Optimization exercise on an open flow, not production practice.
RTL: at most simulated, not proved equivalent.
Function not checked: runs 2 to 7.
Power: default activity. The flow treats the clock pin as an ideal source, which a real chip does not have.

$ cat flow/config.mk
export PLATFORM = sky130hd
export DESIGN_NAME = bist
export DESIGN_NICKNAME = bist
export VERILOG_FILES = /design/flow/design.v
export SDC_FILE = /design/flow/constraint.sdc
export NUM_CORES = 4
export LEC_CHECK = 0
export CAP_MARGIN = 20
export CORE_MARGIN = 2
export CORE_UTILIZATION = 50
export PLACE_DENSITY = 0.65
export SETUP_SLACK_MARGIN = 3.0
export SLEW_MARGIN = 20
export SYNTH_HIERARCHICAL = 1
export TNS_END_PERCENT = 10
$ cat flow/standard.sh
#!/bin/bash
# synth_recipe.tcl (not shown) runs the flow's synth.tcl, then flattens the netlist and writes it again
# the make line also repeats each setting of config.mk as NAME=value (left out here)
make -C /OpenROAD-flow-scripts/flow DESIGN_CONFIG=/design/flow/config.mk WORK_HOME=/design/flow/orfs CLKGATE_MAP_FILE= SYNTH_SCRIPT=/design/flow/synth_recipe.tcl "${@:-finish}"
$ cat flow/design.v
module mux2i_gate (
    input  logic s,
    input  logic a0,
    input  logic a1,
    output logic y
);
    assign y = ~(s ? a1 : a0);
endmodule
module predecoder (
    input  logic       test,
    input  logic [5:0] k,          
    input  logic [5:0] address,
    input  logic       en,
    output logic [7:0] lo_n,       
    output logic [7:0] hi_n        
);
    logic [5:0] a, a_n;
    for (genvar i = 0; i < 6; i++) begin : g_a
        mux2i_gate m (.s(test), .a0(address[i]), .a1(k[i]), .y(a_n[i]));
        inv_gate   n (.a(a_n[i]), .y(a[i]));
    end
    for (genvar i = 0; i < 8; i++) begin : g_l
        nand3_gate l (
            .a(i[0] ? a[0] : a_n[0]),
            .b(i[1] ? a[1] : a_n[1]),
            .c(i[2] ? a[2] : a_n[2]),
            .y(lo_n[i])
        );
        nand4_gate h (
            .a(en),
            .b(i[0] ? a[3] : a_n[3]),
            .c(i[1] ? a[4] : a_n[4]),
            .d(i[2] ? a[5] : a_n[5]),
            .y(hi_n[i])
        );
    end
endmodule
module rdwr (
    input  logic test,
    input  logic k6,
    input  logic csin,
    input  logic rwbarin,
    output logic rd,
    output logic wr,
    output logic wrt_n,    
    output logic wrn_n,    
    output logic idle_n    
);
    assign rd   = test ? k6 : (csin & rwbarin);
    assign wrt_n  = ~(test & ~k6);
    assign wrn_n  = ~(~test & csin & ~rwbarin);
    assign wr   = test ? ~k6 : (csin & ~rwbarin);
    assign idle_n = test | csin;
endmodule
module pattern (
    input  logic [2:0] k,
    output logic [7:0] pat,
    output logic [7:0] pat_n
);
    assign pat_n = ~pat;
    always_comb begin
        case (k)
            3'd0: pat = 8'hAA;
            3'd1: pat = 8'h55;
            3'd2: pat = 8'hF0;
            3'd3: pat = 8'h0F;
            3'd4: pat = 8'h00;
            3'd5: pat = 8'hFF;
            3'd6: pat = 8'hCC;
            default: pat = 8'h33;
        endcase
    end
endmodule
module dinmux (
    input  logic       test,
    input  logic [7:0] pat,
    input  logic [7:0] datain,
    output logic [7:0] din_n
);
    for (genvar b = 0; b < 8; b++) begin : g_b
        mux2i_gate m (.s(test), .a0(datain[b]), .a1(pat[b]), .y(din_n[b]));
    end
endmodule
module decoder (
    input  logic        test,
    input  logic [6:0]  k,         
    input  logic        csin,
    input  logic        rwbarin,
    input  logic [5:0]  address,
    output logic        wrt_n,     
    output logic        wrn_n,     
    output logic        idle_n,    
    output logic [63:0] rsel_n,    
    output logic [63:0] we         
);
    logic       rd, wr;
    logic [7:0] lor_n, low_n, hir_n, hiw_n, lor, hir;
    rdwr rw (.test(test), .k6(k[6]), .csin(csin), .rwbarin(rwbarin),
             .rd(rd), .wr(wr), .wrt_n(wrt_n), .wrn_n(wrn_n), .idle_n(idle_n));
    predecoder pr (.test(test), .k(k[5:0]), .address(address), .en(rd),
                   .lo_n(lor_n), .hi_n(hir_n));
    predecoder pw (.test(test), .k(k[5:0]), .address(address), .en(wr),
                   .lo_n(low_n), .hi_n(hiw_n));
    for (genvar i = 0; i < 8; i++) begin : g_i
        inv_gate u_l (.a(lor_n[i]), .y(lor[i]));
        inv_gate u_h (.a(hir_n[i]), .y(hir[i]));
    end
    for (genvar w = 0; w < 64; w++) begin : g_w
        nand2_gate u_r (.a(hir[w / 8]), .b(lor[w % 8]), .y(rsel_n[w]));
        nor2_gate u_w (.a(hiw_n[w / 8]), .b(low_n[w % 8]), .y(we[w]));
    end
endmodule
module nand4_gate (
    input  logic a, b, c, d,
    output logic y
);
    assign y = ~(a & b & c & d);
endmodule
module nand3_gate (
    input  logic a, b, c,
    output logic y
);
    assign y = ~(a & b & c);
endmodule
module nand2_gate (
    input  logic a, b,
    output logic y
);
    assign y = ~(a & b);
endmodule
module nor2_gate (
    input  logic a,
    input  logic b,
    output logic y
);
    assign y = ~(a | b);
endmodule
module oai22_gate (
    input  logic a1, a2, b1, b2,
    output logic y
);
    assign y = ~((a1 | a2) & (b1 | b2));
endmodule
module inv_gate (
    input  logic a,
    output logic y
);
    assign y = ~a;
endmodule
module multiplexer (
    input  logic [63:0] d_n,       
    input  logic [63:0] rsel_n,
    input  logic        pat_n,
    input  logic        wrt_n,
    input  logic        datain_n,
    input  logic        wrn_n,
    input  logic        q_n,       
    input  logic        idle_n,
    output logic        out
);
    logic [66:0] s_n, v_n;
    assign s_n = {idle_n, wrn_n, wrt_n, rsel_n};
    assign v_n = {q_n, datain_n, pat_n, d_n};
    logic [33:0] t;      
    for (genvar i = 0; i < 33; i++) begin : g_t
        oai22_gate u (
            .a1(s_n[2*i]),   .a2(v_n[2*i]),
            .b1(s_n[2*i+1]), .b2(v_n[2*i+1]),
            .y(t[i])
        );
    end
    nor2_gate g_t33 (.a(s_n[66]), .b(v_n[66]), .y(t[33]));
    logic [16:0] x_n;    
    for (genvar i = 0; i < 17; i++) begin : g_x
        nor2_gate g (.a(t[2*i]), .b(t[2*i+1]), .y(x_n[i]));
    end
    logic [4:0] u;       
    for (genvar i = 0; i < 3; i++) begin : g_u
        nand4_gate g (.a(x_n[4*i]), .b(x_n[4*i+1]), .c(x_n[4*i+2]), .d(x_n[4*i+3]), .y(u[i]));
    end
    nand3_gate g_u3 (.a(x_n[12]), .b(x_n[13]), .c(x_n[14]), .y(u[3]));
    nand2_gate g_u4 (.a(x_n[15]), .b(x_n[16]), .y(u[4]));
    logic [2:0] y_n;     
    nor2_gate g_y0 (.a(u[0]), .b(u[1]), .y(y_n[0]));
    nor2_gate g_y1 (.a(u[2]), .b(u[3]), .y(y_n[1]));
    inv_gate  g_y2 (.a(u[4]), .y(y_n[2]));
    nand3_gate g_out (.a(y_n[0]), .b(y_n[1]), .c(y_n[2]), .y(out));
endmodule
module dout_gate (
    input  logic t,
    input  logic n,
    input  logic csin,
    input  logic rwbarin,
    output logic y
);
    assign y = t | (n & csin & rwbarin);
endmodule
module bist #(
    parameter size   = 6,
    parameter length = 8
) (
    input  logic             clk,
    input  logic             rst,
    input  logic             start,
    input  logic             csin,
    input  logic             rwbarin,
    input  logic             opr,
    input  logic [size-1:0]  address,
    input  logic [length-1:0] datain,
    output logic [length-1:0] dataout,
    output logic              fail
);
    logic       test;
    logic [9:0] k;
    always_ff @(posedge clk) begin
        if (rst)
            test <= 1'b0;
        else if (!test)
            test <= start;
        else if (&k)
            test <= 1'b0;
        k <= test ? k + 10'd1 : 10'd0;
    end
    logic [7:0] pat, pat_n;
    pattern pgen (.k(k[9:7]), .pat(pat), .pat_n(pat_n));
    logic        wrt_n, wrn_n, idle_n;
    logic [63:0] rsel_n, we;
    logic [7:0]  din_n;
    decoder dec (
        .test    (test),
        .k       (k[6:0]),
        .csin    (csin),
        .rwbarin (rwbarin),
        .address (address),
        .wrt_n   (wrt_n),
        .wrn_n   (wrn_n),
        .idle_n  (idle_n),
        .rsel_n  (rsel_n),
        .we      (we)
    );
    dinmux dmux (.test(test), .pat(pat), .datain(datain), .din_n(din_n));
    logic [7:0] mem_n [0:63];
    always_ff @(posedge clk)
        for (int w = 0; w < 64; w++)
            if (we[w])
                mem_n[w] <= din_n;
    logic [7:0] datain_n, rdata, rdata_n, rdata_nx;
    assign rdata_n = ~rdata;
    for (genvar b = 0; b < 8; b++) begin : g_rd
        logic [63:0] col_n;
        for (genvar w = 0; w < 64; w++) begin : g_w
            assign col_n[w] = mem_n[w][b];
        end
        inv_gate ui (.a(datain[b]), .y(datain_n[b]));
        multiplexer mux (
            .d_n      (col_n),
            .rsel_n   (rsel_n),
            .pat_n    (pat_n[b]),
            .wrt_n    (wrt_n),
            .datain_n (datain_n[b]),
            .wrn_n    (wrn_n),
            .q_n      (rdata_n[b]),
            .idle_n   (idle_n),
            .out      (rdata_nx[b])
        );
    end
    always_ff @(posedge clk)
        rdata <= rdata_nx;
    logic [7:0] rdata_t, rdata_i;
    assign rdata_t = rdata & {8{test & k[6]}};
    assign rdata_i = rdata & {8{~test}};
    for (genvar b = 0; b < 8; b++) begin : g_out
        dout_gate u (.t(rdata_t[b]), .n(rdata_i[b]), .csin(csin), .rwbarin(rwbarin),
                     .y(dataout[b]));
    end
    always_ff @(posedge clk)
        fail <= test && k[6] && opr && (rdata != pat);
endmodule
$ cat flow/constraint.sdc
create_clock -name core_clock -period 5.5 [get_ports {clk}]
set_input_delay 1.1000 -clock core_clock [delete_from_list [all_inputs] [get_ports {clk}]]
set_output_delay 1.1000 -clock core_clock [all_outputs]
set_load 0.01 [all_outputs]
$ cat flow/flow/run.sh
#!/bin/bash
# The standard layout (standard.sh), with plain buffers on the ports instead of
# the delay cells buffer_ports picks by default, and no dummy clock loads in CTS.
set -euo pipefail
export BUFFER_PORTS_ARGS="-buffer_cell sky130_fd_sc_hd__buf_2"
export CTS_ARGS="-sink_clustering_enable -repair_clock_nets -sink_clustering_size 30 -sink_clustering_max_diameter 100 -dont_use_dummy_load"
bash standard.sh > standard.log 2>&1
==> results of run 1 <==
## power breakdown
group	internal, uW	leakage (uW)	switching (uW)
clock	723	0.000271	1120
sequential	4490	0.00477	24.9
combinational	131	0.00226	337
## modules after synthesis (local to each module, per instance), a selection
module      cells inside  times used
nor2_gate              1         224
dout_gate              1           8
pattern               22           1
nand2_gate             1          72
nand3_gate             1          32
nand4_gate             1          40
bist                 608           1
rdwr                   7           1
oai22_gate             1         264
mux2i_gate             1          20
inv_gate               1          44
## final timing paths
path / startpoint / to / slack (ns) / depth (start not counted)
setup / recovery: address[2] / rdata[3] / 2.75 / 12
hold / removal: k[0] / k[0] / 0.57 / 1
setup reg to reg: test / rdata[5] / 2.76 / 14
hold reg to reg: k[0] / k[0] / 0.57 / 1
## worst register-to-register path, cell delays in order, from the launching register on
cell       delay [ns]
dfxtp_4          0.41
buf_6            0.12
buf_6            0.11
buf_6            0.12
mux2i_4          0.27
inv_2            0.08
nand4_1          0.18
bufinv_16        0.26
nand2_8          0.16
buf_4            0.12
o22ai_2          0.09
nor2_2           0.13
nand4_1          0.26
nor2_4           0.25
nand3_1          0.09
## cell usage after synthesis (all sizes together)
master | n | area share (%)
a21oi | 4 | 0.10
a31o | 8 | 0.35
and2 | 1 | 0.031
buf | 2 | 0.081
clkbuf | 2 | 0.038
clkinv | 1 | 0.019
dfxtp | 20 | 2.0
edfxtp | 512 | 77
ha | 1 | 0.063
inv | 57 | 1.1
mux2i | 21 | 1.1
nand2 | 79 | 1.5
nand2b | 3 | 0.094
nand3 | 36 | 0.90
nand4 | 43 | 1.4
nor2 | 247 | 4.6
nor3 | 3 | 0.075
nor4 | 2 | 0.063
o21ai | 4 | 0.10
o22ai | 264 | 8.3
o31ai | 1 | 0.038
or2 | 1 | 0.031
or2b | 1 | 0.038
or3 | 2 | 0.063
or3b | 1 | 0.056
or4 | 2 | 0.075
xnor2 | 13 | 0.61
xor2 | 10 | 0.44
## final cells by class
class | instances | area (um2) | share of cell area (%)
clock buffers | 22 | 551 | 2.36
multi-input cells | 748 | 5210 | 22.3
well taps | 525 | 657 | 2.81
inverters | 58 | 294 | 1.26
repair buffers | 97 | 877 | 3.75
flip-flops and latches | 532 | 15800 | 67.5
## kinds of logic after synthesis
kind of cell	synth area share [%]
compound gates	8.84
xor+xnor	1.04
fa+ha+maj	0.0625
buf+inv	1.21
flops	78.9
mux	1.05
simple gates	8.93
## stage by stage
stage                     instances  setup slack, ns  power [uW]  hold WS (ns)
after global placement         1899             1.66        4920         0.490
after global routing           1982             2.74        7000         0.607
after floorplan                1341             2.56        4760         0.462
after CTS                      1969             2.73        6820         0.565
after detailed placement       1900             1.61        4930         0.493
final                          1982             2.75        6820         0.570
## state kept, by name, summed over array words and instances (netlist names)
name,flops
test,1
mem_n,512
k,10
rdata,8
fail,1
## repair_timing
action                                 CTS  global route
setup endpoints to repair              812           476
gates cloned                             1             1
endpoints found under the hold margin    0             0
pin swaps                               43            37
setup buffers                           46            11
gates resized for setup                266            48
## layer usage
| metal | vias to the layer above | part of all wire, % | global-route usage, % |
|---|---|---|---|
| met4 | 0 | 5.0 | 11.4 |
| met1 | 6341 | 40 | 37.3 |
| met5 | - | 0 | 0 |
| met3 | 134 | 10 | 4.23 |
| met2 | 729 | 44 | 37.8 |
| li1 | 5476 | - | - |
==> PnR_summary.wiki, run 1 <==
{| class="wikitable"
! Metric !! Value
|-
| Result of the run || timing/DRC/antenna clean
|-
| Number of buffers inserted during clock tree synthesis || 22
|-
| Peak fanout along the critical path || 8
|-
| Yosys synthesis warning count || 9
|-
| Pin count of the biggest net entering global routing || 65
|-
| Clock period minus worst slack || 2.75 ns
|-
| Count of fill cells added during filler insertion || 2,966
|-
| Upper clock frequency limit || 363 MHz
|-
| Critical path class || primary input to flip-flop
|-
| Clk buf depth || 3
|-
| Final global-route overflow total || 0
|-
| Effective utilization at floorplan || 50.5%
|-
| Final count of pins violating max slew || 0
|-
| Area added between synthesis and finish || 16.8%
|-
| Antenna Diode Count || 0
|-
| Leakage power || 0.00730 uW
|-
| Synth Instances || 1,341
|-
| Number of violations reported at the end of detailed-routing iteration 0 || 1,726
|-
| P per Cell Area || 292 nW/um2
|-
| Worst-skew pair later-pin latency || 0.58 ns
|-
| Clock-pin slew on the worst setup and hold paths || 0.11 ns
|-
| CTS tree || yes
|-
| Average via count per standard cell || 6.40
|-
| Antenna violations before repair || 0
|-
| Wire length of the first global-routing pass || 77,500 um
|-
| Count of hold-fix buffers inserted at cts || 0
|-
| RSZ-0062 raised after global routing || yes
|-
| Full die area || 41,600 um2
|-
| Boundary pin count || 29
|-
| Period utilisation layout || 50.1%
|-
| Aggregate routed wire length || 52,800 um
|-
| Kind of start point of the critical path || primary input
|-
| Detailed Routing Iterations Pass 1 || 8
|-
| Die X-Extent || 204 um
|-
| Drt wl/cell || 26.6 um
|-
| Category of cells accounting for the largest share of critical-path delay || simple AND/OR/NAND/NOR gates
|-
| H-tree depth reported by CTS || 1
|-
| Share of layout cells above drive strength 1 || 22.5%
|-
| Number of nets in the final layout || 1,480
|-
| Remaining antenna violation count || 0
|-
| Sink Count || 532
|-
| Setup violation total in the final timing report || 0
|-
| Total Routing Usage GR || 25.4%
|-
| Cell with the biggest individual delay on the critical path || nand4_1
|-
| Port Buffers || 28
|-
| Utilization of the core after routing || 59.0%
|-
| Total standard cell area after synthesis || 20,000 um2
|-
| Most common cell after layout, fill and taps aside || edfxtp_1
|-
| Number of design rule violations left after detail routing || 0
|-
| Die height || 204 um
|-
| Number of maximum-capacitance constraint violations || 0
|-
| Number of distinct library cells after synthesis || 32
|-
| Kind of end point of the critical path || flip-flop
|-
| Seq/Total Area, Yosys || 78.9%
|-
| Data required time at the worst endpoint || 5.94 ns
|-
| Aggregate negative setup slack || 0 ns
|-
| Combined buffer and inverter count along the critical path || 4
|-
| WP data arrival || 3.19 ns
|-
| Worst ir drop on vdd || 172 uV
|-
| Vias in the first global route || 12,000
|-
| Cell breakdown of the critical path || buf_2, mux2i_4, inv_2, nand3_1, clkinvlp_4, buf_12, nand2_2, o22ai_1, nor2_2, nand4_1, nor2_1, nand3_2
|-
| Class of the most critical hold timing path || flip-flop to flip-flop
|-
| Clock Skews || 0.0418 ns
|-
| Flip-flop and latch count after synthesis || 532
|-
| Synthesized netlist net count || 1,362
|-
| Avg Cell Area, Syn || 14.9 um2
|-
| Final non-filler cell area || 23,400 um2
|-
| Worst slew margin relative to its limit || 33.3%
|-
| Placement row count || 73
|-
| Fin. Hold Viols || 0
|-
| Commonest non-fill, non-tap cells in the layout || 512 x edfxtp_1, 255 x o22ai_1, 162 x nor2_1
|-
| Slew at the pin with the worst max-slew slack || 0.979 ns
|-
| Buffer type at the clock tree root || clkbuf_16
|-
| Largest stage delay on the critical path || 0.29 ns
|-
| Post-placement cell area || 21,000 um2
|-
| GP Congestion || 0.898
|-
| Overall via count from detail_route || 12,700
|-
| CORE AREA || 39,600 um2
|-
| Estimated wirelength of the detail-placed design || 33,000 um
|}
==> run 2, diff against run 1 <==
--- a/flow/design.v
+++ b/flow/design.v
@@ -43,11 +43,9 @@
     output logic rd,
     output logic wr,
-    output logic wrt_n,    
-    output logic wrn_n,    
+    output logic wr_n,     
     output logic idle_n    
 );
     assign rd   = test ? k6 : (csin & rwbarin);
-    assign wrt_n  = ~(test & ~k6);
-    assign wrn_n  = ~(~test & csin & ~rwbarin);
+    assign wr_n   = test ? k6 : ~(csin & ~rwbarin);
     assign wr   = test ? ~k6 : (csin & ~rwbarin);
     assign idle_n = test | csin;
@@ -55,8 +53,6 @@
 module pattern (
     input  logic [2:0] k,
-    output logic [7:0] pat,
-    output logic [7:0] pat_n
-);
-    assign pat_n = ~pat;
+    output logic [7:0] pat
+);
     always_comb begin
         case (k)
@@ -88,6 +84,5 @@
     input  logic        rwbarin,
     input  logic [5:0]  address,
-    output logic        wrt_n,     
-    output logic        wrn_n,     
+    output logic        wr_n,      
     output logic        idle_n,    
     output logic [63:0] rsel_n,    
@@ -97,5 +92,5 @@
     logic [7:0] lor_n, low_n, hir_n, hiw_n, lor, hir;
     rdwr rw (.test(test), .k6(k[6]), .csin(csin), .rwbarin(rwbarin),
-             .rd(rd), .wr(wr), .wrt_n(wrt_n), .wrn_n(wrn_n), .idle_n(idle_n));
+             .rd(rd), .wr(wr), .wr_n(wr_n), .idle_n(idle_n));
     predecoder pr (.test(test), .k(k[5:0]), .address(address), .en(rd),
                    .lo_n(lor_n), .hi_n(hir_n));
@@ -151,16 +146,14 @@
     input  logic [63:0] d_n,       
     input  logic [63:0] rsel_n,
-    input  logic        pat_n,
-    input  logic        wrt_n,
-    input  logic        datain_n,
-    input  logic        wrn_n,
+    input  logic        din_n,     
+    input  logic        wr_n,
     input  logic        q_n,       
     input  logic        idle_n,
     output logic        out
 );
-    logic [66:0] s_n, v_n;
-    assign s_n = {idle_n, wrn_n, wrt_n, rsel_n};
-    assign v_n = {q_n, datain_n, pat_n, d_n};
-    logic [33:0] t;      
+    logic [65:0] s_n, v_n;
+    assign s_n = {idle_n, wr_n, rsel_n};
+    assign v_n = {q_n, din_n, d_n};
+    logic [32:0] t;      
     for (genvar i = 0; i < 33; i++) begin : g_t
         oai22_gate u (
@@ -170,9 +163,9 @@
         );
     end
-    nor2_gate g_t33 (.a(s_n[66]), .b(v_n[66]), .y(t[33]));
     logic [16:0] x_n;    
-    for (genvar i = 0; i < 17; i++) begin : g_x
+    for (genvar i = 0; i < 16; i++) begin : g_x
         nor2_gate g (.a(t[2*i]), .b(t[2*i+1]), .y(x_n[i]));
     end
+    inv_gate g_x16 (.a(t[32]), .y(x_n[16]));
     logic [4:0] u;       
     for (genvar i = 0; i < 3; i++) begin : g_u
@@ -222,7 +215,7 @@
         k <= test ? k + 10'd1 : 10'd0;
     end
-    logic [7:0] pat, pat_n;
-    pattern pgen (.k(k[9:7]), .pat(pat), .pat_n(pat_n));
-    logic        wrt_n, wrn_n, idle_n;
+    logic [7:0] pat;
+    pattern pgen (.k(k[9:7]), .pat(pat));
+    logic        wr_n, idle_n;
     logic [63:0] rsel_n, we;
     logic [7:0]  din_n;
@@ -233,6 +226,5 @@
         .rwbarin (rwbarin),
         .address (address),
-        .wrt_n   (wrt_n),
-        .wrn_n   (wrn_n),
+        .wr_n    (wr_n),
         .idle_n  (idle_n),
         .rsel_n  (rsel_n),
@@ -245,5 +237,5 @@
             if (we[w])
                 mem_n[w] <= din_n;
-    logic [7:0] datain_n, rdata, rdata_n, rdata_nx;
+    logic [7:0] rdata, rdata_n, rdata_nx;
     assign rdata_n = ~rdata;
     for (genvar b = 0; b < 8; b++) begin : g_rd
@@ -252,12 +244,9 @@
             assign col_n[w] = mem_n[w][b];
         end
-        inv_gate ui (.a(datain[b]), .y(datain_n[b]));
         multiplexer mux (
             .d_n      (col_n),
             .rsel_n   (rsel_n),
-            .pat_n    (pat_n[b]),
-            .wrt_n    (wrt_n),
-            .datain_n (datain_n[b]),
-            .wrn_n    (wrn_n),
+            .din_n    (din_n[b]),
+            .wr_n     (wr_n),
             .q_n      (rdata_n[b]),
             .idle_n   (idle_n),
--- a/flow/config.mk
+++ b/flow/config.mk
@@ -10,6 +10,5 @@
 export CORE_UTILIZATION = 50
 export PLACE_DENSITY = 0.65
-export SETUP_SLACK_MARGIN = 3.0
+export SETUP_SLACK_MARGIN = 2.9
 export SLEW_MARGIN = 20
 export SYNTH_HIERARCHICAL = 1
-export TNS_END_PERCENT = 10
==> PnR_summary.wiki, run 2 <==
{| class="wikitable"
! Metric !! Value
|-
| Result of the run || timing/DRC/antenna clean
|-
| Average via count per standard cell || 6.26
|-
| Worst-skew pair later-pin latency || 0.55 ns
|-
| CTS tree || yes
|-
| Total standard cell area after synthesis || 19,900 um2
|-
| Adder-cell share of the synthesized area || 0.0629%
|-
| Share of synthesized registers carrying an async set or reset || 0%
|-
| Clk buf depth || 3
|-
| Period utilisation layout || 51.0%
|-
| Effective utilization at floorplan || 50.4%
|-
| Number of distinct library cells after synthesis || 31
|-
| Class of the most critical hold timing path || flip-flop to flip-flop
|-
| Sink Count || 532
|-
| Share of layout cells above drive strength 1 || 21.6%
|-
| Placement row count || 73
|-
| Avg Cell Area, Syn || 15.1 um2
|-
| Fraction of the mapped netlist area in simple logic gates || 8.60%
|-
| Switching Fraction || 21.3%
|-
| Port Buffers || 28
|-
| Total Routing Usage GR || 24.1%
|-
| Worst ir drop on vdd || 245 uV
|-
| Most common cell in the netlist || edfxtp_1
|-
| Sequential group share of total power || 66.7%
|-
| Kind of start point of the critical path || primary input
|-
| Post-synth EDFFs || 512
|-
| Number of violations reported at the end of detailed-routing iteration 0 || 1,501
|-
| Top Registers || mem_n (512), k (10), rdata (8)
|-
| Full die area || 41,400 um2
|-
| Wire length of the first global-routing pass || 73,000 um
|-
| Top flip-flop cell by instance count after synthesis || edfxtp_1
|-
| Number of nets in the final layout || 1,458
|-
| P per Cell Area || 296 nW/um2
|-
| Peak fanout along the critical path || 8
|-
| Synth Instances || 1,317
|-
| Buffer type at the clock tree root || clkbuf_16
|-
| Die height || 203 um
|-
| Pin count of the biggest net entering global routing || 66
|-
| Flip-flop and latch count after synthesis || 532
|-
| Area added between synthesis and finish || 14.8%
|-
| Synthesized netlist net count || 1,338
|-
| Slew at the pin with the worst max-slew slack || 0.956 ns
|-
| Vias in the first global route || 11,700
|-
| Worst hold path stage count || 1
|-
| Final count of pins violating max slew || 0
|-
| Origin of the critical flop-to-flop path || test
|-
| Upper clock frequency limit || 357 MHz
|-
| Parity-gate share of the synthesized area counting xor and xnor cells || 0.830%
|-
| Top cells by area in the synthesized netlist || edfxtp_1 77%, o22ai_1 8.3%, nor2_1 4.4%
|-
| Hold Path End || k[0]
|-
| Area fraction in compound gates after synthesis || 8.97%
|-
| Estimated wirelength of the detail-placed design || 30,500 um
|-
| Data required time at the worst endpoint || 5.71 ns
|-
| Final hold slack || 0.580 ns
|-
| Leakage power || 0.00711 uW
|-
| Overall via count from detail_route || 12,300
|-
| Commonest non-fill, non-tap cells in the layout || 512 x edfxtp_1, 265 x o22ai_1, 144 x nor2_1
|-
| Yosys top cell by area || edfxtp_1
|-
| Cell depth of the worst flop-to-flop path || 4
|-
| Count of hold-fix buffers inserted at cts || 0
|-
| Boundary pin count || 29
|-
| Most common cell after layout, fill and taps aside || edfxtp_1
|-
| Antenna violations before repair || 4
|-
| Aggregate routed wire length || 50,900 um
|-
| Seq/Total Area, Yosys || 79.3%
|-
| Yosys synthesis warning count || 9
|-
| Aggregate negative setup slack || 0 ns
|-
| Worst slew margin relative to its limit || 35.0%
|-
| Register name with the most flops || mem_n
|-
| Combinational family with the most area after synthesis || compound AO/OA/AOI/OAI gates
|-
| Setup violation total in the final timing report || 0
|-
| Clock Skews || 0.0114 ns
|-
| GP Congestion || 0.906
|-
| Net switching power || 1440 uW
|-
| Most used standard cells in the synthesized netlist || 512 x edfxtp_1, 265 x o22ai_1, 231 x nor2_1
|-
| Number of maximum-capacitance constraint violations || 0
|-
| Fin. Hold Viols || 0
|-
| Clock-pin slew on the worst setup and hold paths || 0.11 ns
|-
| CORE AREA || 39,500 um2
|-
| Clock network power share || 26.4%
|-
| Critical path class || primary input to flip-flop
|-
| Number of buffers inserted during clock tree synthesis || 21
|-
| Multiplexer area fraction after synthesis || 1.06%
|-
| Kind of end point of the critical path || flip-flop
|-
| Number of design rule violations left after detail routing || 0
|-
| Comb power frac || 6.9%
|-
| Post-synth top area share || 77.3%
|-
| H-tree depth reported by CTS || 1
|-
| Die X-Extent || 203 um
|-
| Detailed Routing Iterations Pass 1 || 6
|-
| Remaining antenna violation count || 0
|-
| FF-to-FF End || mem_n[56][1]
|-
| Internal power || 5320 uW
|-
| Final global-route overflow total || 0
|-
| Clock period minus worst slack || 2.80 ns
|-
| WP data arrival || 3.02 ns
|-
| Drt wl/cell || 25.9 um
|-
| RSZ-0062 raised after global routing || yes
|-
| Reg-to-reg setup timing slack || 2.71 ns
|-
| Flip-flop count of the largest register after layout || 512
|-
| Startpoint of the tightest hold check path || k[0]
|}
==> run 2: changes by cell type in the layout (fill, tap and decap cells not counted), sizes merged, moves of 2 or more <==
cell,change
buf,+2
bufinv,-2
clkbuf,-2
inv,+2
nor2,-16
xnor2,-7
xor2,+2
==> run 2: area by class of cell <==
type / instances / area (um2)
flip-flops and latches: 532 / 15800
repair buffers: 98 / 946
well taps: 525 / 657
diodes: 1 / 2.50
inverters: 57 / 248
multi-input cells: 727 / 4680
fillers: 3011 / 16600
clock buffers: 21 / 526
==> run 2: logic make-up after synthesis <==
group,Yosys count
AO/OA/AOI/OAI,283
XOR/XNOR,18
adder cells (fa/ha/maj),1
buffers and inverters,60
flip-flops,532
multiplexers,21
AND/OR/NAND/NOR,402
==> run 2: power groups by stage <==
stage / logic (uW) / clock network (uW) / registers [uW]
3_3_place_gp: 322 / 0 / 4610
2_1_floorplan: 163 / 0 / 4600
3_5_place_dp: 325 / 0 / 4610
4_1_cts: 405 / 1820 / 4510
5_1_grt: 490 / 1950 / 4510
6_report: 468 / 1780 / 4510
==> run 2: worst max-delay path by stage <==
stage | startpoint | end | slack [ns] | cells past startpoint
2_1_floorplan | csin | mem_n[0][0] | 2.87 | 4
3_3_place_gp | address[0] | mem_n[2][0] | 2.01 | 4
3_5_place_dp | address[0] | rdata[5] | 1.95 | 11
4_1_cts | test | rdata[0] | 2.70 | 12
5_1_grt | test | mem_n[9][4] | 2.68 | 4
6_report | address[1] | mem_n[56][1] | 2.70 | 4
==> run 2: worst max-delay path, cell delays in order <==
cell,delay [ns]
buf_2,0.13
mux2i_1,0.52
nand3_2,0.67
nor2_2,0.59
==> run 2: metal layers <==
| layer | track usage (%) | up-vias | part of all wire [%] |
|---|---|---|---|
| met5 | 0 | - | 0.085 |
| met3 | 3.96 | 95 | 9.8 |
| met2 | 38.9 | 666 | 47 |
| li1 | - | 5398 | - |
| met4 | 7.30 | 6 | 2.9 |
| met1 | 34.0 | 6115 | 40 |
==> run 2: Yosys stat by module (local to each module, per instance), a selection <==
module	times used	cell area [um2]	cells
bist	1	16200	608
pattern	1	104	13
rdwr	1	51.3	8
mux2i_gate	20	10.0	1
dout_gate	8	8.76	1
nand4_gate	40	6.26	1
oai22_gate	264	6.26	1
nand3_gate	32	5.00	1
inv_gate	44	3.75	1
nand2_gate	72	3.75	1
nor2_gate	208	3.75	1
==> run 2: what timing repair did <==
action / in CTS / in global routing
gates resized for setup: 131 / 106
pin swaps: 13 / 22
endpoints found under the setup margin: 528 / 434
gates cloned: 3 / 1
buffers inserted: 31 / 24
==> run 2: through the flow <==
stage | power [uW] | setup WS, ns | instance area, um2 | utilization [%] | instances
floorplan | 4770 | 2.87 | 20000 | - | 1317
global placement | 4930 | 2.01 | 20900 | 52.9 | 1880
detailed placement | 4940 | 1.95 | 20900 | 52.9 | 1880
CTS | 6740 | 2.70 | 22200 | 56.2 | 1935
global route | 6950 | 2.68 | 22800 | 57.9 | 1961
finish | 6760 | 2.70 | 22800 | 57.9 | 1961
==> run 3, diff against run 2 <==
--- a/flow/config.mk
+++ b/flow/config.mk
@@ -13,2 +13,3 @@
 export SLEW_MARGIN = 20
 export SYNTH_HIERARCHICAL = 1
+export TNS_END_PERCENT = 0
==> PnR_summary.wiki, run 3 <==
{| class="wikitable"
! Metric !! Value
|-
| Result of the run || timing/DRC/antenna clean
|-
| Final hold slack || 0.587 ns
|-
| Number of buffers inserted during clock tree synthesis || 21
|-
| Effective utilization at floorplan || 50.4%
|-
| Period utilisation layout || 49.8%
|-
| Overall via count from detail_route || 12,200
|-
| Utilization of the core after routing || 56.9%
|-
| Seq/Total Area, Yosys || 79.3%
|-
| Clk buf depth || 3
|-
| Upper clock frequency limit || 365 MHz
|-
| Synth Instances || 1,317
|-
| CORE AREA || 39,500 um2
|-
| Comb power frac || 6.4%
|-
| Fin. Hold Viols || 0
|-
| Kind of start point of the critical path || primary input
|-
| Top cells by area in the synthesized netlist || edfxtp_1 77%, o22ai_1 8.3%, nor2_1 4.4%
|-
| Pin count of the biggest net entering global routing || 66
|-
| GP Congestion || 0.931
|-
| Detailed Routing Iterations Pass 1 || 5
|-
| Synthesized netlist net count || 1,338
|-
| Post-synth EDFFs || 512
|-
| Wire length of the first global-routing pass || 73,000 um
|-
| Placement row count || 73
|-
| Multiplexer area fraction after synthesis || 1.06%
|-
| Most common cell in the netlist || edfxtp_1
|-
| Commonest non-fill, non-tap cells in the layout || 512 x edfxtp_1, 265 x o22ai_1, 165 x nor2_1
|-
| Cell breakdown of the critical path || buf_2, a31o_1, buf_2
|-
| Aggregate negative setup slack || 0 ns
|-
| Internal power || 5300 uW
|-
| Cell depth of the worst flop-to-flop path || 14
|-
| Leakage power || 0.00687 uW
|-
| Buffer type at the clock tree root || clkbuf_16
|-
| Yosys synthesis warning count || 9
|-
| Clock Skews || 0.0431 ns
|-
| Count of fill cells added during filler insertion || 3,089
|-
| Count of hold-fix buffers inserted at cts || 0
|-
| Number of distinct library cells after synthesis || 31
|-
| P per Cell Area || 300 nW/um2
|-
| Worst-skew pair later-pin latency || 0.57 ns
|-
| Final count of pins violating max slew || 0
|-
| Area added between synthesis and finish || 12.8%
|-
| Worst ir drop on vdd || 183 uV
|-
| Aggregate routed wire length || 50,900 um
|-
| Register area || 15,800 um2
|-
| Number of maximum-capacitance constraint violations || 0
|-
| Die X-Extent || 203 um
|-
| Flip-flop count of the largest register after layout || 512
|-
| Post-synth top area share || 77.3%
|-
| Estimated wirelength of the detail-placed design || 31,100 um
|-
| CTS tree || yes
|-
| Total standard cell area after synthesis || 19,900 um2
|-
| Vias in the first global route || 11,600
|-
| Most used standard cells in the synthesized netlist || 512 x edfxtp_1, 265 x o22ai_1, 231 x nor2_1
|-
| Class of the most critical hold timing path || flip-flop to flip-flop
|-
| Origin of the critical flop-to-flop path || test
|-
| Avg Cell Area, Syn || 15.1 um2
|-
| Combinational family with the most area after synthesis || compound AO/OA/AOI/OAI gates
|-
| Boundary pin count || 29
|-
| Remaining antenna violation count || 0
|-
| Number of design rule violations left after detail routing || 0
|-
| Most numerous cell on the critical path || buf_2
|-
| Adder-cell share of the synthesized area || 0.0629%
|-
| Endpoint of the most critical setup path || dataout[3]
|-
| Most common cell after layout, fill and taps aside || edfxtp_1
|-
| Drt wl/cell || 26.2 um
|-
| Switching Fraction || 21.3%
|-
| RSZ-0062 raised after global routing || yes
|-
| Sink Count || 532
|-
| Sequential group share of total power || 67.1%
|-
| Parity-gate share of the synthesized area counting xor and xnor cells || 0.830%
|-
| Clock-pin slew on the worst setup and hold paths || 0.11 ns
|-
| Area of the multi-input gates || 4520 um2
|-
| Top Registers || mem_n (512), k (10), rdata (8)
|-
| Share of synthesized registers carrying an async set or reset || 0%
|-
| Average via count per standard cell || 6.28
|-
| Kind of end point of the critical path || output port
|-
| Fraction of the mapped netlist area in simple logic gates || 8.60%
|-
| Largest stage delay on the critical path || 0.24 ns
|-
| Top flip-flop cell by instance count after synthesis || edfxtp_1
|-
| Number of nets in the final layout || 1,437
|-
| Register name with the most flops || mem_n
|-
| Cell with the biggest individual delay on the critical path || a31o_1
|-
| Die height || 203 um
|-
| Data required time at the worst endpoint || 4.40 ns
|-
| Critical path class || primary input to output port
|-
| WP data arrival || 1.64 ns
|-
| Port Buffers || 28
|-
| Flip-flop and latch count after synthesis || 532
|-
| Net switching power || 1430 uW
|-
| Antenna Diode Count || 0
|-
| Share of layout cells above drive strength 1 || 17.3%
|-
| Yosys top cell by area || edfxtp_1
|-
| Full die area || 41,400 um2
|-
| Setup violation total in the final timing report || 0
|-
| Number of violations reported at the end of detailed-routing iteration 0 || 1,549
|-
| Slew at the pin with the worst max-slew slack || 1.02 ns
|-
| Worst slew margin relative to its limit || 30.8%
|-
| H-tree depth reported by CTS || 1
|-
| Total Routing Usage GR || 24.2%
|-
| Peak fanout along the critical path || 11
|-
| Setup crit start || rwbarin
|-
| Clock network power share || 26.5%
|-
| Power after layout || 6730 uW
|-
| FF-to-FF End || rdata[5]
|-
| Clock period minus worst slack || 2.74 ns
|-
| Area fraction in compound gates after synthesis || 8.97%
|-
| Reg-to-reg setup timing slack || 2.77 ns
|-
| Final global-route overflow total || 0
|-
| Antenna violations before repair || 0
|}
-- run 3: per-layer routing --
layer  vias up  GRT usage [%]  routed length, um
li1       5363              -                  -
met1      6057           34.4              20700
met2       616           38.3              23700
met3       133           3.58               4380
met4         0           9.44               2070
met5         -              0                  0
-- run 3: per-module statistics from Yosys, one instance, submodules excluded, excerpt --
| module | flip-flops and latches | cells | times used |
|---|---|---|---|
| bist | 532 | 608 | 1 |
| dout_gate | 0 | 1 | 8 |
| inv_gate | 0 | 1 | 44 |
| mux2i_gate | 0 | 1 | 20 |
| nand4_gate | 0 | 1 | 40 |
| nor2_gate | 0 | 1 | 208 |
| rdwr | 0 | 8 | 1 |
-- run 3: area by class of cell --
class | count | area share (%)
flip-flops and latches | 532 | 70.3
well taps | 525 | 2.93
repair buffers | 78 | 3.16
multi-input cells | 726 | 20.1
clock buffers | 21 | 2.34
inverters | 57 | 1.10
-- run 3: stage by stage --
stage / setup slack [ns] / cells / area (um2)
floorplan: 2.61 / 1317 / 20000
global placement: 1.95 / 1881 / 20900
detailed placement: 1.92 / 1881 / 20900
global route: 2.66 / 1939 / 22400
finish: 2.76 / 1939 / 22400
CTS: 2.64 / 1910 / 21700
-- run 3: repair_timing --
| item | 4_1_cts | 5_1_grt |
|---|---|---|
| buffers inserted | 8 | 28 |
| resized for setup | 83 | 85 |
| cloned | 0 | 1 |
| pin swaps | 1 | 2 |
| setup endpoints to repair | 763 | 765 |
-- run 3: worst min-delay path by stage --
stage,from,cells past startpoint,to
6_report,k[6],2,fail
2_1_floorplan,k[0],1,k[0]
3_5_place_dp,k[0],1,k[0]
4_1_cts,k[0],1,k[0]
5_1_grt,k[6],2,fail
3_3_place_gp,k[0],1,k[0]
-- run 3: power groups by stage --
stage	Sequential [uW]	Clock, uW	Combinational, uW
4_1_cts	4510	1810	358
3_5_place_dp	4610	0	335
2_1_floorplan	4600	0	163
5_1_grt	4520	1930	454
3_3_place_gp	4610	0	331
6_report	4510	1780	433
-- run 3: cell families (layout without fill, tap and decap cells) --
family,after synthesis,after routing
multiplexers,21,22
AND/OR/NAND/NOR,402,402
flip-flops,532,532
AO/OA/AOI/OAI,283,283
buffers and inverters,60,156
adder cells (fa/ha/maj),1,1
XOR/XNOR,18,18
-- run 3: worst max-delay path, delay by kind of cell --
kind | cells | cell delay (ns)
AOI/OAI and AO/OA | 1 | 0.24
buffers and inverters | 2 | 0.30
==> run 4, diff against run 3 <==
--- a/flow/config.mk
+++ b/flow/config.mk
@@ -10,5 +10,5 @@
 export CORE_UTILIZATION = 50
 export PLACE_DENSITY = 0.65
-export SETUP_SLACK_MARGIN = 2.9
+export SETUP_SLACK_MARGIN = 3.2
 export SLEW_MARGIN = 20
 export SYNTH_HIERARCHICAL = 1
==> PnR_summary.wiki, run 4 <==
{| class="wikitable"
! Metric !! Value
|-
| Commonest non-fill, non-tap cells in the layout || 512 x edfxtp_1, 265 x o22ai_1, 152 x nor2_1
|-
| H-tree depth reported by CTS || 1
|-
| Largest stage delay on the critical path || 0.40 ns
|-
| Class of the most critical hold timing path || flip-flop to flip-flop
|-
| Kind of start point of the critical path || flip-flop
|-
| Register name with the most flops || mem_n
|-
| Yosys synthesis warning count || 9
|-
| Final global-route overflow total || 0
|-
| Boundary pin count || 29
|-
| Yosys top cell by area || edfxtp_1
|-
| Most common cell after layout, fill and taps aside || edfxtp_1
|-
| Worst-skew pair later-pin latency || 0.57 ns
|-
| Antenna Diode Count || 0
|-
| Fin. Hold Viols || 0
|-
| Placed cell count || 1,883
|-
| Clock-pin slew on the worst setup and hold paths || 0.11 ns
|-
| WP data arrival || 3.16 ns
|-
| Clk buf depth || 3
|-
| Drt wl/cell || 26.7 um
|-
| P per Cell Area || 298 nW/um2
|-
| CORE AREA || 39,500 um2
|-
| Result of the run || timing/DRC/antenna clean
|-
| Top Registers || mem_n (512), k (10), rdata (8)
|-
| Area added between synthesis and finish || 14.1%
|-
| CTS tree || yes
|-
| Reg-to-reg setup timing slack || 2.79 ns
|-
| Post-synth EDFFs || 512
|-
| Flip-flop count of the largest register after layout || 512
|-
| Data required time at the worst endpoint || 5.96 ns
|-
| Synth Instances || 1,317
|-
| Met2 Use GR || 38.7%
|-
| Remaining antenna violation count || 0
|-
| Fin cells || 1,947
|-
| Final hold slack || 0.575 ns
|-
| Worst ir drop on vdd || 265 uV
|-
| Period utilisation layout || 49.2%
|-
| Antenna violations before repair || 0
|-
| Setup violation total in the final timing report || 0
|-
| Buffer type at the clock tree root || clkbuf_16
|-
| Average via count per standard cell || 6.31
|-
| Share of layout cells above drive strength 1 || 19.5%
|-
| Wire length of the first global-routing pass || 74,800 um
|-
| Most common cell in the netlist || edfxtp_1
|-
| Number of nets in the final layout || 1,445
|-
| Kind of end point of the critical path || flip-flop
|-
| GP Congestion || 0.899
|-
| Critical path class || flip-flop to flip-flop
|-
| Upper clock frequency limit || 369 MHz
|-
| Most Crowded Layer GR || met2
|-
| Cell with the biggest individual delay on the critical path || dfxtp_4
|-
| Count of fill cells added during filler insertion || 3,032
|-
| Cell breakdown of the critical path || buf_12, buf_8, mux2i_4, inv_2, nand4_1, clkinvlp_4, buf_6, nand2_4, o22ai_1, nor2_1, nand4_1, nor2_1, nand3_1
|-
| Number of violations reported at the end of detailed-routing iteration 0 || 1,812
|-
| Leakage power || 0.00707 uW
|-
| Count of hold-fix buffers inserted at cts || 0
|-
| Placement row count || 73
|-
| Port Buffers || 28
|-
| Effective utilization at floorplan || 50.4%
|-
| Top flip-flop cell by instance count after synthesis || edfxtp_1
|-
| Clock period minus worst slack || 2.71 ns
|-
| Worst slew margin relative to its limit || 32.8%
|-
| Estimated wirelength of the detail-placed design || 31,700 um
|-
| Sink Count || 532
|-
| Avg Cell Area, Syn || 15.1 um2
|-
| Peak fanout along the critical path || 8
|-
| Die height || 203 um
|-
| Die X-Extent || 203 um
|-
| Most used standard cells in the synthesized netlist || 512 x edfxtp_1, 265 x o22ai_1, 231 x nor2_1
|-
| Total standard cell area after synthesis || 19,900 um2
|-
| Register area || 15,800 um2
|-
| Number of buffers inserted during clock tree synthesis || 21
|-
| Aggregate routed wire length || 51,900 um
|-
| Aggregate negative setup slack || 0 ns
|-
| Share of synthesized registers carrying an async set or reset || 0%
|-
| Top cells by area in the synthesized netlist || edfxtp_1 77%, o22ai_1 8.3%, nor2_1 4.4%
|-
| Area of the multi-input gates || 4660 um2
|-
| Number of distinct library cells after synthesis || 31
|-
| Overall via count from detail_route || 12,300
|-
| Detailed Routing Iterations Pass 1 || 6
|-
| Full die area || 41,400 um2
|-
| Pin count of the biggest net entering global routing || 43
|-
| Number of design rule violations left after detail routing || 0
|-
| Synthesized netlist net count || 1,338
|-
| Flip-flop and latch count after synthesis || 532
|-
| Met3 track demand over resource in global routing || 4.30%
|-
| Slew at the pin with the worst max-slew slack || 0.987 ns
|-
| RSZ-0062 raised after global routing || yes
|-
| Final count of pins violating max slew || 0
|-
| Global-route met1 utilization || 35.7%
|-
| Number of maximum-capacitance constraint violations || 0
|-
| Clock Skews || 0.0319 ns
|-
| Vias in the first global route || 11,900
|-
| Seq/Total Area, Yosys || 79.3%
|-
| Total Routing Usage GR || 24.9%
|-
| Post-synth top area share || 77.3%
|}
run 4: cell counts after synthesis:
No cell type changed its count.
run 4: cell families after synthesis:
family | count (synthesis) | synth area share (%)
mux | 21 | 1.06
buf+inv | 60 | 1.17
flops | 532 | 79.3
xor+xnor | 18 | 0.830
fa+ha+maj | 1 | 0.0629
simple gates | 402 | 8.60
compound gates | 283 | 8.97
run 4: layout make-up:
type	count	share of cell area (%)
Clock buffer	21	2.31
Tap cell	525	2.89
Inverter	57	1.14
Sequential cell	532	69.5
Multi-Input combinational cell	726	20.5
Timing Repair Buffer	86	3.63
run 4: layer usage:
metal	vias up	part of all wire [%]	wire length [um]
met2	675	46	24000
met1	6104	40	20800
met4	0	3.8	2000
met3	119	9.8	5100
met5	-	0	0
li1	5379	-	-
run 4: path summary, 6_finish.rpt:
kind	from	end	cells past startpoint
min	k[0]	k[0]	1
max reg2reg	test	rdata[6]	13
max	test	rdata[6]	13
min reg2reg	k[0]	k[0]	1
run 4: power by group:
part	total, uW	leakage [uW]	internal, uW	switching (uW)
registers	4510	0.00477	4490	21.7
clock network	1800	0.000259	691	1100
logic	453	0.00205	124	328
total	6760	0.00707	5310	1450
run 4: worst max-delay path: cells and delay by family (launching register included):
kind            cells  cell delay [ns]
mux                 1             0.29
simple gates        6             1.00
compound gates      1             0.11
flops               1             0.40
buf+inv             5             0.77
run 4: what timing repair did:
action                                  CTS  global route
endpoints found under the setup margin  862           753
gates cloned                              1             0
gates resized for setup                 142            75
buffers inserted                         26            16
pin swaps                                 6            17
run 4: Yosys stat by module, one instance, submodules excluded, excerpt:
module,flops+latches,cells,copies in the design
bist,532,608,1
pattern,0,13,1
rdwr,0,8,1
mux2i_gate,0,1,20
dout_gate,0,1,8
nand4_gate,0,1,40
oai22_gate,0,1,264
nand3_gate,0,1,32
inv_gate,0,1,44
nand2_gate,0,1,72
nor2_gate,0,1,208
run 4: metrics by stage:
step | cell area, um2 | setup slack, ns | utilization, % | power [uW]
finish | 22700 | 2.79 | 57.5 | 6760
global route | 22700 | 2.69 | 57.5 | 6930
CTS | 22200 | 2.79 | 56.3 | 6740
detailed placement | 21000 | 1.92 | 53.1 | 4950
global placement | 20900 | 2.02 | 52.9 | 4940
floorplan | 20000 | 2.86 | - | 4770
==> run 5, diff against run 4 <==
--- a/flow/config.mk
+++ b/flow/config.mk
@@ -10,5 +10,5 @@
 export CORE_UTILIZATION = 50
 export PLACE_DENSITY = 0.65
-export SETUP_SLACK_MARGIN = 3.2
+export SETUP_SLACK_MARGIN = 3.0
 export SLEW_MARGIN = 20
 export SYNTH_HIERARCHICAL = 1
==> PnR_summary.wiki, run 5 <==
{| class="wikitable"
! Metric !! Value
|-
| Number of design rule violations left after detail routing || 0
|-
| H-tree depth reported by CTS || 1
|-
| Cell breakdown of the critical path || bufbuf_16, mux2i_4, inv_1, nand3_1, clkinvlp_4, buf_12, nand2_4, o22ai_1, nor2_1, nand4_1, nor2_1, nand3_1
|-
| Final count of pins violating max slew || 0
|-
| Register area || 15,800 um2
|-
| Worst-skew pair later-pin latency || 0.57 ns
|-
| Synthesized netlist net count || 1,338
|-
| Count of hold-fix buffers inserted at cts || 0
|-
| Met2 Use GR || 38.9%
|-
| CTS tree || yes
|-
| Clk buf depth || 3
|-
| Yosys synthesis warning count || 9
|-
| Number of distinct library cells after synthesis || 31
|-
| Clock period minus worst slack || 2.69 ns
|-
| Upper clock frequency limit || 372 MHz
|-
| Port Buffers || 28
|-
| Buffer type at the clock tree root || clkbuf_16
|-
| Worst slew margin relative to its limit || 35.2%
|-
| Post-Place Worst Slack || 1.92 ns
|-
| Avg Cell Area, Syn || 15.1 um2
|-
| Placement row count || 73
|-
| Worst ir drop on vdd || 187 uV
|-
| Antenna Diode Count || 0
|-
| Count of fill cells added during filler insertion || 3,057
|-
| Share of synthesized registers carrying an async set or reset || 0%
|-
| Combined buffer and inverter count along the critical path || 4
|-
| Overall via count from detail_route || 12,300
|-
| Die X-Extent || 203 um
|-
| Estimated wirelength of the detail-placed design || 31,100 um
|-
| Seq/Total Area, Yosys || 79.3%
|-
| Remaining antenna violation count || 0
|-
| Average via count per standard cell || 6.29
|-
| Register name with the most flops || mem_n
|-
| Most common cell in the netlist || edfxtp_1
|-
| Synth Instances || 1,317
|-
| Kind of start point of the critical path || flip-flop
|-
| Die height || 203 um
|-
| Period utilisation layout || 48.9%
|-
| GP Congestion || 0.931
|-
| Detailed Routing Iterations Pass 1 || 5
|-
| WP data arrival || 3.14 ns
|-
| Top Registers || mem_n (512), k (10), rdata (8)
|-
| Final WS setup || 2.81 ns
|-
| P per Cell Area || 298 nW/um2
|-
| Yosys top cell by area || edfxtp_1
|-
| Number of buffers inserted during clock tree synthesis || 21
|-
| Wire length of the first global-routing pass || 74,400 um
|-
| Share of layout cells above drive strength 1 || 20.3%
|-
| Critical path class || flip-flop to flip-flop
|-
| Class of the most critical hold timing path || flip-flop to flip-flop
|-
| Post-synth top area share || 77.3%
|-
| Slew at the pin with the worst max-slew slack || 0.954 ns
|-
| Most used standard cells in the synthesized netlist || 512 x edfxtp_1, 265 x o22ai_1, 231 x nor2_1
|-
| Clock Skews || 0.0396 ns
|-
| Result of the run || timing/DRC/antenna clean
|-
| Cell with the biggest individual delay on the critical path || dfxtp_4
|-
| Most Crowded Layer GR || met2
|-
| Number of maximum-capacitance constraint violations || 0
|-
| Top cells by area in the synthesized netlist || edfxtp_1 77%, o22ai_1 8.3%, nor2_1 4.4%
|-
| Number of violations reported at the end of detailed-routing iteration 0 || 1,708
|-
| Pin count of the biggest net entering global routing || 66
|-
| RSZ-0062 raised after global routing || yes
|-
| Commonest non-fill, non-tap cells in the layout || 512 x edfxtp_1, 265 x o22ai_1, 151 x nor2_1
|-
| Leakage power || 0.00709 uW
|-
| Antenna violations before repair || 0
|-
| Global-route met1 utilization || 35.0%
|-
| Clock-pin slew on the worst setup and hold paths || 0.11 ns
|-
| Number of nets in the final layout || 1,450
|-
| Full die area || 41,400 um2
|-
| Total Routing Usage GR || 24.7%
|-
| Utilization of the core after routing || 57.5%
|-
| Setup violation total in the final timing report || 0
|-
| Area of the multi-input gates || 4670 um2
|-
| Fin. Hold Viols || 0
|-
| Boundary pin count || 29
|-
| Data required time at the worst endpoint || 5.95 ns
|-
| Flip-flop and latch count after synthesis || 532
|-
| Drt wl/cell || 26.7 um
|-
| Kind of end point of the critical path || flip-flop
|-
| Category of cells accounting for the largest share of critical-path delay || simple AND/OR/NAND/NOR gates
|-
| Peak fanout along the critical path || 8
|-
| Most common cell after layout, fill and taps aside || edfxtp_1
|-
| Largest stage delay on the critical path || 0.41 ns
|-
| Effective utilization at floorplan || 50.4%
|-
| Sink Count || 532
|-
| Total standard cell area after synthesis || 19,900 um2
|-
| Top flip-flop cell by instance count after synthesis || edfxtp_1
|-
| Aggregate negative setup slack || 0 ns
|-
| Aggregate routed wire length || 52,100 um
|-
| Vias in the first global route || 11,700
|-
| CORE AREA || 39,500 um2
|-
| Flip-flop count of the largest register after layout || 512
|-
| Met3 track demand over resource in global routing || 4.22%
|-
| Final global-route overflow total || 0
|-
| Area added between synthesis and finish || 14.1%
|-
| Post-synth EDFFs || 512
|}
==> run 5: report_power, final <==
part | switching [uW] | internal (uW) | leakage, uW
Clock | 1100 | 691 | 0.000259
Sequential | 22.1 | 4490 | 0.00477
Combinational | 335 | 129 | 0.00206
==> run 5: cell type report <==
| cell class | instances | share of cell area (%) |
|---|---|---|
| tap | 525 | 2.89 |
| inverter | 57 | 1.12 |
| multi-input combinational | 727 | 20.6 |
| clock buffer | 21 | 2.32 |
| timing repair buffer | 90 | 3.58 |
| sequential | 532 | 69.5 |
==> run 5: metrics by stage <==
stage	instances	hold slack, ns	total power (uW)	area [um2]
floorplan	1317	0.462	4770	20000
global placement	1881	0.502	4940	20900
detailed placement	1881	0.516	4940	20900
CTS	1929	0.586	6720	22100
global route	1952	0.645	6930	22700
finish	1952	0.593	6760	22700
==> run 5: final timing paths <==
kind,to,depth (start not counted),startpoint,slack [ns]
max reg2reg,rdata[5],12,test,2.81
min,k[0],1,k[0],0.59
min reg2reg,k[0],1,k[0],0.59
max,rdata[5],12,test,2.81
==> run 5: worst register-to-register path, stage by stage (launching register included) <==
cell	delay [ns]
dfxtp_4	0.41
bufbuf_16	0.29
mux2i_4	0.27
inv_1	0.13
nand3_1	0.16
clkinvlp_4	0.18
buf_12	0.17
nand2_4	0.09
o22ai_1	0.10
nor2_1	0.18
nand4_1	0.21
nor2_1	0.29
nand3_1	0.12
==> run 5: kinds of logic (layout without fill, tap and decap cells) <==
logic type / count (synthesis) / after routing / share of synthesized area (%)
buffers and inverters: 60 / 168 / 1.17
AND/OR/NAND/NOR: 402 / 402 / 8.60
XOR/XNOR: 18 / 18 / 0.830
flip-flops: 532 / 532 / 79.3
multiplexers: 21 / 23 / 1.06
adder cells (fa/ha/maj): 1 / 1 / 0.0629
AO/OA/AOI/OAI: 283 / 283 / 8.97
==> run 5: Yosys stat by module, one instance, submodules excluded, excerpt <==
| module | area (um2) | times used |
|---|---|---|
| nor2_gate | 3.75 | 208 |
| pattern | 104 | 1 |
| dout_gate | 8.76 | 8 |
| nand4_gate | 6.26 | 40 |
| nand3_gate | 5.00 | 32 |
| mux2i_gate | 10.0 | 20 |
| inv_gate | 3.75 | 44 |
| rdwr | 51.3 | 1 |
==> run 5: layer usage <==
layer,up-vias,routed length [um]
met5,-,0
met4,0,2050
met3,121,5030
met2,682,24100
met1,6095,20900
li1,5384,-
==> run 5: repair_timing <==
action                     in CTS  in global routing
cloned                          1                  3
setup endpoints to repair     794                701
pin swaps                       3                 21
buffers inserted               26                 20
resized for setup             136                 79
==> run 6, diff against run 5 <==
--- a/flow/config.mk
+++ b/flow/config.mk
@@ -13,3 +13,3 @@
 export SLEW_MARGIN = 20
 export SYNTH_HIERARCHICAL = 1
-export TNS_END_PERCENT = 0
+export TNS_END_PERCENT = 10
==> PnR_summary.wiki, run 6 <==
{| class="wikitable"
! Metric !! Value
|-
| Total standard cell area after synthesis || 19,900 um2
|-
| Worst-skew pair later-pin latency || 0.56 ns
|-
| Clock Skews || 0.0178 ns
|-
| Kind of end point of the critical path || flip-flop
|-
| Antenna Diode Count || 0
|-
| Clk buf depth || 3
|-
| WP data arrival || 3.18 ns
|-
| Fin. Hold Viols || 0
|-
| Synthesized netlist net count || 1,338
|-
| Flip-flop count of the largest register after layout || 512
|-
| Most common cell in the netlist || edfxtp_1
|-
| Synth Instances || 1,317
|-
| Category of cells accounting for the largest share of critical-path delay || simple AND/OR/NAND/NOR gates
|-
| Number of violations reported at the end of detailed-routing iteration 0 || 1,653
|-
| Vias in the first global route || 11,800
|-
| Pin count of the biggest net entering global routing || 66
|-
| Post-Place Worst Slack || 1.96 ns
|-
| Post-synth top area share || 77.3%
|-
| Die X-Extent || 203 um
|-
| Upper clock frequency limit || 366 MHz
|-
| Placement row count || 73
|-
| Avg Cell Area, Syn || 15.1 um2
|-
| Cell with the biggest individual delay on the critical path || dfxtp_4
|-
| Die height || 203 um
|-
| Top Registers || mem_n (512), k (10), rdata (8)
|-
| Buffer type at the clock tree root || clkbuf_16
|-
| Wire length of the first global-routing pass || 75,700 um
|-
| Count of fill cells added during filler insertion || 3,024
|-
| Worst slew margin relative to its limit || 21.6%
|-
| Overall via count from detail_route || 12,300
|-
| Antenna violations before repair || 0
|-
| Total Routing Usage GR || 25.1%
|-
| P per Cell Area || 297 nW/um2
|-
| Area added between synthesis and finish || 14.5%
|-
| RSZ-0062 raised after global routing || yes
|-
| Flip-flop and latch count after synthesis || 532
|-
| Share of layout cells above drive strength 1 || 20.6%
|-
| Post-synth EDFFs || 512
|-
| Detailed Routing Iterations Pass 1 || 7
|-
| Boundary pin count || 29
|-
| Cell breakdown of the critical path || buf_8, mux2i_4, inv_1, nand3_1, clkinvlp_4, buf_4, nand2_2, o22ai_1, nor2_1, nand4_1, nor2_1, nand3_1
|-
| Aggregate negative setup slack || 0 ns
|-
| Slew at the pin with the worst max-slew slack || 1.15 ns
|-
| Worst ir drop on vdd || 232 uV
|-
| Most used standard cells in the synthesized netlist || 512 x edfxtp_1, 265 x o22ai_1, 231 x nor2_1
|-
| Port Buffers || 28
|-
| Final hold slack || 0.563 ns
|-
| Commonest non-fill, non-tap cells in the layout || 512 x edfxtp_1, 265 x o22ai_1, 155 x nor2_1
|-
| Estimated wirelength of the detail-placed design || 32,100 um
|-
| Result of the run || timing/DRC/antenna clean
|-
| Most common cell after layout, fill and taps aside || edfxtp_1
|-
| Number of design rule violations left after detail routing || 0
|-
| Final count of pins violating max slew || 0
|-
| Data required time at the worst endpoint || 5.95 ns
|-
| Top flip-flop cell by instance count after synthesis || edfxtp_1
|-
| Final non-filler cell area || 22,800 um2
|-
| Post-placement cell area || 20,900 um2
|-
| Kind of start point of the critical path || flip-flop
|-
| Register name with the most flops || mem_n
|-
| Number of maximum-capacitance constraint violations || 0
|-
| Sink Count || 532
|-
| CORE AREA || 39,500 um2
|-
| Number of nets in the final layout || 1,453
|-
| Yosys synthesis warning count || 9
|-
| Drt wl/cell || 26.9 um
|-
| Number of buffers inserted during clock tree synthesis || 21
|-
| H-tree depth reported by CTS || 1
|-
| Largest stage delay on the critical path || 0.47 ns
|-
| Aggregate routed wire length || 52,500 um
|-
| Number of distinct library cells after synthesis || 31
|-
| Utilization of the core after routing || 57.7%
|-
| Share of synthesized registers carrying an async set or reset || 0%
|-
| Final WS setup || 2.77 ns
|-
| Full die area || 41,400 um2
|-
| Leakage power || 0.00725 uW
|-
| Average via count per standard cell || 6.30
|-
| Top cells by area in the synthesized netlist || edfxtp_1 77%, o22ai_1 8.3%, nor2_1 4.4%
|-
| Remaining antenna violation count || 0
|-
| Peak fanout along the critical path || 8
|-
| GP Congestion || 0.954
|-
| Period utilisation layout || 49.7%
|-
| Combined buffer and inverter count along the critical path || 4
|-
| Seq/Total Area, Yosys || 79.3%
|-
| Setup violation total in the final timing report || 0
|-
| Clock period minus worst slack || 2.73 ns
|-
| Critical path class || flip-flop to flip-flop
|-
| CTS tree || yes
|-
| Effective utilization at floorplan || 50.4%
|-
| Final global-route overflow total || 0
|-
| Clock-pin slew on the worst setup and hold paths || 0.11 ns
|-
| Yosys top cell by area || edfxtp_1
|-
| Class of the most critical hold timing path || flip-flop to flip-flop
|}
## run 6: cell counts after synthesis
No cell type changed its count.
## run 6: power breakdown
| part | switching (uW) | internal, uW | total (uW) |
|---|---|---|---|
| registers | 22.7 | 4490 | 4510 |
| clock network | 1100 | 692 | 1790 |
| logic | 330 | 135 | 465 |
## run 6: Yosys stat by module, one instance, submodules excluded, excerpt
module / copies in the design / flops+latches / cells inside
bist: 1 / 532 / 608
inv_gate: 44 / 0 / 1
rdwr: 1 / 0 / 8
nand2_gate: 72 / 0 / 1
oai22_gate: 264 / 0 / 1
pattern: 1 / 0 / 13
nand3_gate: 32 / 0 / 1
nand4_gate: 40 / 0 / 1
dout_gate: 8 / 0 / 1
mux2i_gate: 20 / 0 / 1
nor2_gate: 208 / 0 / 1
## run 6: repair_timing
item / 4_1_cts / 5_1_grt
hold buffers: 0 / 0
gates cloned: 2 / 0
resized for setup: 180 / 48
endpoints found under the setup margin: 848 / 616
pin swaps: 17 / 14
buffers inserted: 40 / 10
## run 6: metrics by stage
step	power (uW)	std cells
floorplan	4770	1317
global placement	4940	1880
detailed placement	4950	1881
CTS	6760	1944
global route	6950	1955
finish	6770	1955
## run 6: final cells by class
class	instances	area, um2	area share [%]
Clock buffer	21	526	2.31
Inverter	57	248	1.09
Multi-Input combinational cell	727	4720	20.7
Sequential cell	532	15800	69.3
Tap cell	525	657	2.88
Timing Repair Buffer	93	851	3.73
## run 6: tightest hold or removal path: cells and delay by family (launching register included)
family / cells / cell delay, ns
flip-flops: 1 / 0.40
AND/OR/NAND/NOR: 1 / 0.08
AO/OA/AOI/OAI: 1 / 0.05
## run 6: final timing paths
path | from | endpoint | slack (ns) | cells after the start
max | test | rdata[3] | 2.77 | 12
min | k[6] | fail | 0.56 | 2
max reg2reg | test | rdata[3] | 2.77 | 12
min reg2reg | k[6] | fail | 0.56 | 2
## run 6: metal layers
layer | up-vias | GRT usage (%) | share of wire, % | wire (um)
met1 | 6088 | 35.8 | 40 | 20800
met5 | - | 0.595 | 0 | 0
li1 | 5394 | - | - | -
met4 | 0 | 9.80 | 4.7 | 2480
met2 | 704 | 39.3 | 46 | 24200
met3 | 134 | 3.64 | 9.7 | 5110
## run 6: kinds of logic (layout without fill, tap and decap cells)
group	Yosys count	after routing	synth area share, %
AO/OA/AOI/OAI	283	283	8.97
XOR/XNOR	18	18	0.830
adder cells (fa/ha/maj)	1	1	0.0629
buffers and inverters	60	171	1.17
flip-flops	532	532	79.3
multiplexers	21	23	1.06
AND/OR/NAND/NOR	402	402	8.60
==> run 7, diff against run 6 <==
--- a/flow/config.mk
+++ b/flow/config.mk
@@ -9,4 +9,5 @@
 export CORE_MARGIN = 2
 export CORE_UTILIZATION = 50
+export GPL_ROUTABILITY_DRIVEN = 0
 export PLACE_DENSITY = 0.65
 export SETUP_SLACK_MARGIN = 3.0
==> PnR_summary.wiki, run 7 <==
{| class="wikitable"
! Metric !! Value
|-
| Most common cell after layout, fill and taps aside || edfxtp_1
|-
| Antenna violations before repair || 0
|-
| Number of design rule violations left after detail routing || 0
|-
| Comb power frac || 6.9%
|-
| Yosys top cell by area || edfxtp_1
|-
| Effective utilization at floorplan || 50.4%
|-
| Drt wl/cell || 26.9 um
|-
| Worst ir drop on vdd || 232 uV
|-
| Final global-route overflow total || 0
|-
| Sequential group share of total power || 66.6%
|-
| Commonest non-fill, non-tap cells in the layout || 512 x edfxtp_1, 265 x o22ai_1, 155 x nor2_1
|-
| Net switching power || 1460 uW
|-
| Share of layout cells above drive strength 1 || 20.6%
|-
| Top cells by area in the synthesized netlist || edfxtp_1 77%, o22ai_1 8.3%, nor2_1 4.4%
|-
| Buffer type at the clock tree root || clkbuf_16
|-
| Clock network power share || 26.5%
|-
| Upper clock frequency limit || 366 MHz
|-
| Remaining antenna violation count || 0
|-
| Seq/Total Area, Yosys || 79.3%
|-
| Synthesized netlist net count || 1,338
|-
| WP data arrival || 3.18 ns
|-
| Result of the run || timing/DRC/antenna clean
|-
| Area added between synthesis and finish || 14.5%
|-
| Count of fill cells added during filler insertion || 3,024
|-
| Post-synth EDFFs || 512
|-
| Top flip-flop cell by instance count after synthesis || edfxtp_1
|-
| Critical path class || flip-flop to flip-flop
|-
| Die X-Extent || 203 um
|-
| Aggregate routed wire length || 52,500 um
|-
| Total Routing Usage GR || 25.1%
|-
| Post-placement cell area || 20,900 um2
|-
| Total standard cell area after synthesis || 19,900 um2
|-
| CORE AREA || 39,500 um2
|-
| Average via count per standard cell || 6.30
|-
| Full die area || 41,400 um2
|-
| Estimated wirelength of the detail-placed design || 32,100 um
|-
| Class of the most critical hold timing path || flip-flop to flip-flop
|-
| Avg Cell Area, Syn || 15.1 um2
|-
| Data required time at the worst endpoint || 5.95 ns
|-
| Detailed Routing Iterations Pass 1 || 7
|-
| Switching Fraction || 21.5%
|-
| Share of synthesized registers carrying an async set or reset || 0%
|-
| Port Buffers || 28
|-
| Post-synth top area share || 77.3%
|-
| Final count of pins violating max slew || 0
|-
| Register name with the most flops || mem_n
|-
| Flip-flop and latch count after synthesis || 532
|-
| Overall via count from detail_route || 12,300
|-
| Peak fanout along the critical path || 8
|}
[run 7: cell counts in the layout (fill, tap and decap cells not counted)]
Identical to the previous run, type by type.
[run 7: repair_timing]
action	4_1_cts	5_1_grt
gates cloned	2	0
pin swaps	17	14
resized for setup	180	48
buffers inserted	40	10
hold buffers	0	0
setup endpoints to repair	848	616
[run 7: Yosys stat by module, one instance, submodules excluded, excerpt]
module      times used  flops+latches  cells  area [um2]
bist                 1            532    608       16200
pattern              1              0     13         104
rdwr                 1              0      8        51.3
mux2i_gate          20              0      1        10.0
dout_gate            8              0      1        8.76
nand3_gate          32              0      1        5.00
nand2_gate          72              0      1        3.75
inv_gate            44              0      1        3.75
nor2_gate          208              0      1        3.75
[run 7: metal layers]
layer,up-vias,wire length (um),global-route usage (%)
met5,-,0,0.595
met4,0,2480,9.80
met3,134,5110,3.64
met2,704,24200,39.3
met1,6088,20800,35.8
li1,5394,-,-
[run 7: kinds of logic (layout without fill, tap and decap cells)]
| group | after synthesis | count (layout) | synth area share [%] |
|---|---|---|---|
| flops | 532 | 532 | 79.3 |
| simple gates | 402 | 402 | 8.60 |
| compound gates | 283 | 283 | 8.97 |
| buf+inv | 60 | 171 | 1.17 |
| mux | 21 | 23 | 1.06 |
| xor+xnor | 18 | 18 | 0.830 |
| fa+ha+maj | 1 | 1 | 0.0629 |
[run 7: per-stage QoR]
stage | worst slack, ns | power, uW | utilization, % | cells
final | 2.77 | 6770 | 57.7 | 1955
after floorplan | 2.86 | 4770 | - | 1317
after detailed placement | 1.96 | 4950 | 53.1 | 1881
after global placement | 1.98 | 4940 | 53.0 | 1880
after CTS | 2.81 | 6760 | 57.0 | 1944
after global routing | 2.72 | 6950 | 57.7 | 1955
[run 7: final cells by class]
type                    count  area [um2]  share of cell area (%)
clock buffers              21         526                    2.31
inverters                  57         248                    1.09
repair buffers             93         851                    3.73
well taps                 525         657                    2.88
multi-input cells         727        4720                    20.7
flip-flops and latches    532       15800                    69.3
[run 7: critical path, cell delays in order (launching register included)]
cell,delay (ns)
dfxtp_4,0.47
buf_8,0.21
mux2i_4,0.31
inv_1,0.13
nand3_1,0.16
clkinvlp_4,0.12
buf_4,0.18
nand2_2,0.15
o22ai_1,0.10
nor2_1,0.25
nand4_1,0.17
nor2_1,0.26
nand3_1,0.11
[run 7: power groups by stage]
stage / Clock (uW) / Combinational (uW) / Sequential [uW]
2_1_floorplan: 0 / 164 / 4600
3_3_place_gp: 0 / 332 / 4610
3_5_place_dp: 0 / 340 / 4610
4_1_cts: 1820 / 435 / 4510
5_1_grt: 1950 / 484 / 4520
6_report: 1790 / 465 / 4510
[run 7: worst paths after layout]
check / end / from / cells after the start / slack (ns)
hold / removal: fail / k[6] / 2 / 0.56
setup reg to reg: rdata[3] / test / 12 / 2.77
setup / recovery: rdata[3] / test / 12 / 2.77
hold reg to reg: fail / k[6] / 2 / 0.56
